This design comes from an exercise in tuning for small area, a short achievable clock period and few clock cycles per item on the open sky130 flow, not from production work. Only simulation tests tie the RTL to the original design; equivalence was not proved.

==> flow/design.v (excerpt) <==
module circ(clk, reset, pushin, Xin, Rin, pushout, Yout);
  input clk, reset, pushin;
  input [23:0] Xin, Rin;
  output pushout;
  output [23:0] Yout;
  reg [4:0] v;
  always @(posedge clk or posedge reset)
    if (reset) v <= 0;
    else v <= {v[3:0], pushin};
  assign pushout = v[4];
  reg [23:0] X, Rn;
  always @(posedge clk) begin X <= Xin; Rn <= ~Rin; end
  wire p1 = ~Rn[0];
  wire p2 = ~X[0];
  wire p3 = ~(Rn[0] | Rn[1]);
  wire p4 = ~(X[0] & X[1]);
  wire p5 = ~Rn[1];
  wire p6 = ~X[1];
  wire p7 = ~(Rn[0] | Rn[2]);
  wire p8 = ~(X[0] & X[2]);
  wire p9 = ~(Rn[0] | Rn[3]);
  wire p10 = ~(X[0] & X[3]);
  wire p11 = ~(Rn[1] | Rn[2]);
  wire p12 = ~(X[1] & X[2]);
  wire p13 = ~Rn[2];
  wire p14 = ~X[2];
  wire p15 = ~(Rn[0] | Rn[4]);
  wire p16 = ~(X[0] & X[4]);
  wire p17 = ~(Rn[1] | Rn[3]);
  wire p18 = ~(X[1] & X[3]);
  wire p19 = ~(Rn[0] | Rn[5]);
  wire p20 = ~(X[0] & X[5]);
  wire p21 = ~(Rn[1] | Rn[4]);
  wire p22 = ~(X[1] & X[4]);
  wire p23 = ~(Rn[2] | Rn[3]);
  wire p24 = ~(X[2] & X[3]);
  wire p25 = ~Rn[3];
  wire p26 = ~X[3];
  wire p27 = ~(Rn[0] | Rn[6]);
  wire p28 = ~(X[0] & X[6]);
  wire p29 = ~(Rn[1] | Rn[5]);
  wire p30 = ~(X[1] & X[5]);
  wire p31 = ~(Rn[2] | Rn[4]);
  wire p32 = ~(X[2] & X[4]);
  wire p33 = ~(Rn[0] | Rn[7]);
  wire p34 = ~(X[0] & X[7]);
  wire p35 = ~(Rn[1] | Rn[6]);
  wire p36 = ~(X[1] & X[6]);
  wire p37 = ~(Rn[2] | Rn[5]);
  wire p38 = ~(X[2] & X[5]);
  ...
clock: 80.0 ns
lec_check: 0
abc_area: 1
cap_margin: 0
core_margin: 2
core_utilization: 65
slew_margin: 0
synth_hierarchical: 1
synth_minimum_keep_size: 0
run.sh (not shown) runs the stock make flow with config.mk's settings and CLKGATE_MAP_FILE= SYNTH_SCRIPT=/design/flow/synth_recipe.tcl, a recipe that flattens the netlist after the stock synthesis.
Testbench counts at the start, summed over its fixed seeds: cycles 160,040, items 160,000.
Rerun with:
--- a/flow/config.mk
+++ b/flow/config.mk
@@ -9 +9 @@
-export CAP_MARGIN = 0
+export CAP_MARGIN = 20
@@ -11,2 +11,3 @@
-export CORE_UTILIZATION = 65
-export SLEW_MARGIN = 0
+export CORE_UTILIZATION = 40
+export CTS_BUF_LIST = sky130_fd_sc_hd__clkbuf_4 sky130_fd_sc_hd__clkbuf_8
+export SLEW_MARGIN = 20
After rerunning:
- routed wire length went up by about 4.3%
- final area goes up by about 2%
- setup slack is worse by 68 ps
- via count goes down by about 0.6%
- global-route usage went down by 13 points
- count of clock-buffer cells in the layout climbs by 35
- non-clock buffer count is higher by 2
- area after synthesis stays the same
- utilization decreases by 26 points
- flip-flop and latch count stays the same
- final cell count is higher by about 10%
Rerun with:
--- a/flow/config.mk
+++ b/flow/config.mk
@@ -11,2 +11,5 @@
-export CORE_UTILIZATION = 40
-export CTS_BUF_LIST = sky130_fd_sc_hd__clkbuf_4 sky130_fd_sc_hd__clkbuf_8
+export CORE_UTILIZATION = 65
+export CTS_CLUSTER_DIAMETER = 100
+export CTS_CLUSTER_SIZE = 30
+export GPL_ROUTABILITY_DRIVEN = 0
+export GPL_TIMING_DRIVEN = 0
Outcome: Maximum frequency is about the same; via count came out higher by 1.4%; die area came out lower by 38%; setup slack improved by 34 ps; synthesized area does not change; design area came out lower by 2.4%.
Rerun with:
==> flow/flow/run.sh (new file) <==
#!/bin/bash
# Own flow: the standard layout (standard.sh, unchanged synthesis and steps),
# except that the port buffers that ORFS's buffer_ports inserts on every input
# and output are sky130_fd_sc_hd__buf_2 cells instead of the default choice.
# All of make's output goes to standard.log in the work folder; each ORFS step
# keeps its own log under orfs/logs/.
set -euo pipefail
export BUFFER_PORTS_ARGS="-buffer_cell sky130_fd_sc_hd__buf_2"
bash standard.sh finish > standard.log 2>&1
==> flow/standard.sh (new file) <==
#!/bin/bash
# synth_recipe.tcl (not shown) runs the flow's synth.tcl, then flattens the netlist and writes it again
# the make line also repeats each setting of config.mk as NAME=value (left out here)
make -C /OpenROAD-flow-scripts/flow DESIGN_CONFIG=/design/flow/config.mk WORK_HOME=/design/flow/orfs CLKGATE_MAP_FILE= SYNTH_SCRIPT=/design/flow/synth_recipe.tcl "${@:-finish}"
--- a/flow/config.mk
+++ b/flow/config.mk
@@ -12,4 +11,0 @@
-export CTS_CLUSTER_DIAMETER = 100
-export CTS_CLUSTER_SIZE = 30
-export GPL_ROUTABILITY_DRIVEN = 0
-export GPL_TIMING_DRIVEN = 0
removed: flow/run.sh
Outcome: The changed run completed with no timing, DRC or antenna violations; core utilization came out lower by 0.26 points; clock skew increases by 12 ps; routed wire length came out lower by 0.97%; cell area is lower by 0.38%; synthesized area is unchanged; count of clock-buffer cells in the layout climbs by 17.
Rerun with:
==> flow/run.sh (new file) <==
#!/bin/bash
# synth_recipe.tcl (not shown) runs the flow's synth.tcl, then flattens the netlist and writes it again
# the make line also repeats each setting of config.mk as NAME=value (left out here)
make -C /OpenROAD-flow-scripts/flow DESIGN_CONFIG=/design/flow/config.mk WORK_HOME=/design/flow/orfs CLKGATE_MAP_FILE= SYNTH_SCRIPT=/design/flow/synth_recipe.tcl finish
--- a/flow/config.mk
+++ b/flow/config.mk
@@ -11 +11,3 @@
-export CORE_UTILIZATION = 65
+export CORE_UTILIZATION = 80
+export CTS_CLUSTER_DIAMETER = 100
+export CTS_CLUSTER_SIZE = 30
removed: flow/flow/run.sh
removed: flow/standard.sh
The new run produced a clean layout.
Maximum frequency went down by 2.1%.
Global-route usage went up by 9.2 points.
Flip-flop and latch count stays the same.
Area after synthesis is unchanged.

Starting RTL as in the previous note.
clock: 80.0 ns
lec_check: 0
abc_area: 1
cap_margin: 20
core_margin: 2
core_utilization: 65
cts_cluster_diameter: 100
cts_cluster_size: 30
slew_margin: 20
synth_hierarchical: 1
synth_minimum_keep_size: 0
Stock flow here: none of the scripts above is used.
Testbench counts at the start, summed over its fixed seeds: cycles 160,040, items 160,000.
Then changed:
==> flow/flow/run.sh (new file) <==
#!/bin/bash
# Own flow: the standard layout (standard.sh, unchanged synthesis and steps),
# except that the port buffers that ORFS's buffer_ports inserts on every input
# and output are sky130_fd_sc_hd__buf_2 cells instead of the default choice.
# All of make's output goes to standard.log in the work folder; each ORFS step
# keeps its own log under orfs/logs/.
set -euo pipefail
export BUFFER_PORTS_ARGS="-buffer_cell sky130_fd_sc_hd__buf_2"
bash standard.sh finish > standard.log 2>&1
==> flow/standard.sh (new file) <==
#!/bin/bash
# synth_recipe.tcl (not shown) runs the flow's synth.tcl, then flattens the netlist and writes it again
# the make line also repeats each setting of config.mk as NAME=value (left out here)
make -C /OpenROAD-flow-scripts/flow DESIGN_CONFIG=/design/flow/config.mk WORK_HOME=/design/flow/orfs CLKGATE_MAP_FILE= SYNTH_SCRIPT=/design/flow/synth_recipe.tcl "${@:-finish}"
removed: flow/run.sh
What happened: The new run completed with no timing, DRC or antenna violations; setup slack gains 0.38 ns; clock skew went up by 0.0065 ns; register-to-register slack gains 0.03 ns; design area goes down by 0.77%; synthesized area is unchanged; sequential cell count is unchanged; hold slack is worse by 0.0069 ns; routed wire length climbs by 0.88%; critical path depth stays the same; via count barely changes.
Then changed:
==> flow/run.sh (new file) <==
#!/bin/bash
# synth_recipe.tcl (not shown) runs the flow's synth.tcl, then flattens the netlist and writes it again
# the make line also repeats each setting of config.mk as NAME=value (left out here)
make -C /OpenROAD-flow-scripts/flow DESIGN_CONFIG=/design/flow/config.mk WORK_HOME=/design/flow/orfs CLKGATE_MAP_FILE= SYNTH_SCRIPT=/design/flow/synth_recipe.tcl finish
CTS_CLUSTER_DIAMETER = not set   (was 100)
CTS_CLUSTER_SIZE = not set   (was 30)
removed: flow/flow/run.sh
removed: flow/standard.sh
Count of clock-buffer cells in the layout came out higher by 9.
Worst hold slack degrades by 0.0044 ns.
Setup slack degrades by 0.38 ns.
Then changed:
CTS_CLUSTER_DIAMETER = 80   (was not set)
CTS_CLUSTER_SIZE = 40   (was not set)
- setup slack gets worse by 0.017 ns
- via count hardly moves
- synthesized area does not change
- die area is unchanged
- clock skew rose by 0.010 ns

Setup of epsilon:
circ, a different RTL version from the one above (not shown whole).
Size in the first run: about 4000 cells after synthesis, about 220 flip-flops, roughly 34000 um2 of cells after synthesis.
Settings: LEC_CHECK=0, ABC_AREA=1, CAP_MARGIN=20, CORE_MARGIN=2, CORE_UTILIZATION=65, CTS_CLUSTER_DIAMETER=100, CTS_CLUSTER_SIZE=30, SLEW_MARGIN=20, SYNTH_HIERARCHICAL=1, SYNTH_MINIMUM_KEEP_SIZE=0; clock period 80.0 ns.
standard.sh (not shown) runs the stock make flow with config.mk's settings and CLKGATE_MAP_FILE= SYNTH_SCRIPT=/design/flow/synth_recipe.tcl, a recipe that flattens the netlist after the stock synthesis.
==> flow/flow/run.sh <==
#!/bin/bash
# Own flow: the standard layout (standard.sh: unchanged synthesis and steps),
# except that the port buffers that ORFS's buffer_ports inserts on every input
# and output are sky130_fd_sc_hd__buf_2 cells, and clock tree synthesis gets
# explicit arguments. All of make's output goes to standard.log in the work
# folder; each ORFS step keeps its own log under orfs/logs/.
set -euo pipefail
export BUFFER_PORTS_ARGS="-buffer_cell sky130_fd_sc_hd__buf_2"
export CTS_ARGS="-sink_clustering_enable -repair_clock_nets -sink_clustering_size 30 -sink_clustering_max_diameter 100 -distance_between_buffers 1000"
bash standard.sh finish > standard.log 2>&1
Testbench counts of epsilon, summed over its fixed seeds: cycles 160,040, items 160,000.
### epsilon -> alpha
==> flow/flow/run.sh <==
#!/bin/bash
# Own flow: the standard layout (standard.sh, unchanged synthesis and steps),
# except that the port buffers that ORFS's buffer_ports inserts on every input
# and output are sky130_fd_sc_hd__buf_2 cells instead of the default choice.
# All of make's output goes to standard.log in the work folder; each ORFS step
# keeps its own log under orfs/logs/.
set -euo pipefail
export BUFFER_PORTS_ARGS="-buffer_cell sky130_fd_sc_hd__buf_2"
bash standard.sh finish > standard.log 2>&1
==> summary.txt <==
alpha has completed all stages; timing, DRC and antenna checks passed. Any difference in core footprint between alpha and epsilon is small enough to ignore. Routed wire length: alpha vs epsilon identical. Between epsilon and alpha, the synthesized area figures differ only marginally.

## port drivers added, routing unchanged
The flow's constraints put no driver on any port. The routed layouts listed below were extracted and timed again, unchanged, in two steps.
Step 1, drivers: a clkbuf_16 drives clk and a buf_2 each remaining input, both assumed.
Step 2 moves the port delays by t, midway between the first and last clock arrival at a register: inputs arrive t later, outputs are due t later. That takes back most of the time a late clock gives input paths.
a / b / c = ideal ports / drivers / drivers and shift; a / b = the first two.
| run | t (ns) | setup WS [ns] | worst register clock-pin slew, ns | worst slew at a driven data input, ns | pins driven straight from the clock port |
|---|---|---|---|---|---|
| the first run of note 1 | 0.638 | 62.587 / 62.523 / 63.161 | 0.07 / 0.07 | 0.04 | 1 |
| the second run of note 1 | 0.706 | 62.519 / 62.456 / 63.162 | 0.08 / 0.08 | 0.04 | 1 |
| the third run of note 1 | 0.589 | 62.553 / 62.492 / 63.081 | 0.11 / 0.11 | 0.04 | 1 |
| the fourth run of note 1 | 0.641 | 62.942 / 62.883 / 63.524 | 0.07 / 0.07 | 0.04 | 1 |
| the fifth run of note 1 | 0.581 | 62.583 / 62.522 / 63.103 | 0.12 / 0.12 | 0.04 | 1 |
| the first run of note 2 | 0.598 | 62.587 / 62.525 / 63.123 | 0.11 / 0.11 | 0.04 | 1 |
| the second run of note 2 | 0.587 | 62.964 / 62.904 / 63.491 | 0.11 / 0.11 | 0.03 | 1 |
| the third run of note 2 | 0.638 | 62.587 / 62.523 / 63.161 | 0.07 / 0.07 | 0.04 | 1 |
| the fourth run of note 2 | 0.604 | 62.570 / 62.508 / 63.112 | 0.10 / 0.10 | 0.03 | 1 |
| epsilon | 0.585 | 62.994 / 62.930 / 63.515 | 0.10 / 0.10 | 0.04 | 1 |
| alpha | 0.585 | 62.994 / 62.930 / 63.515 | 0.10 / 0.10 | 0.04 | 1 |
After both steps every run listed still meets setup and hold.
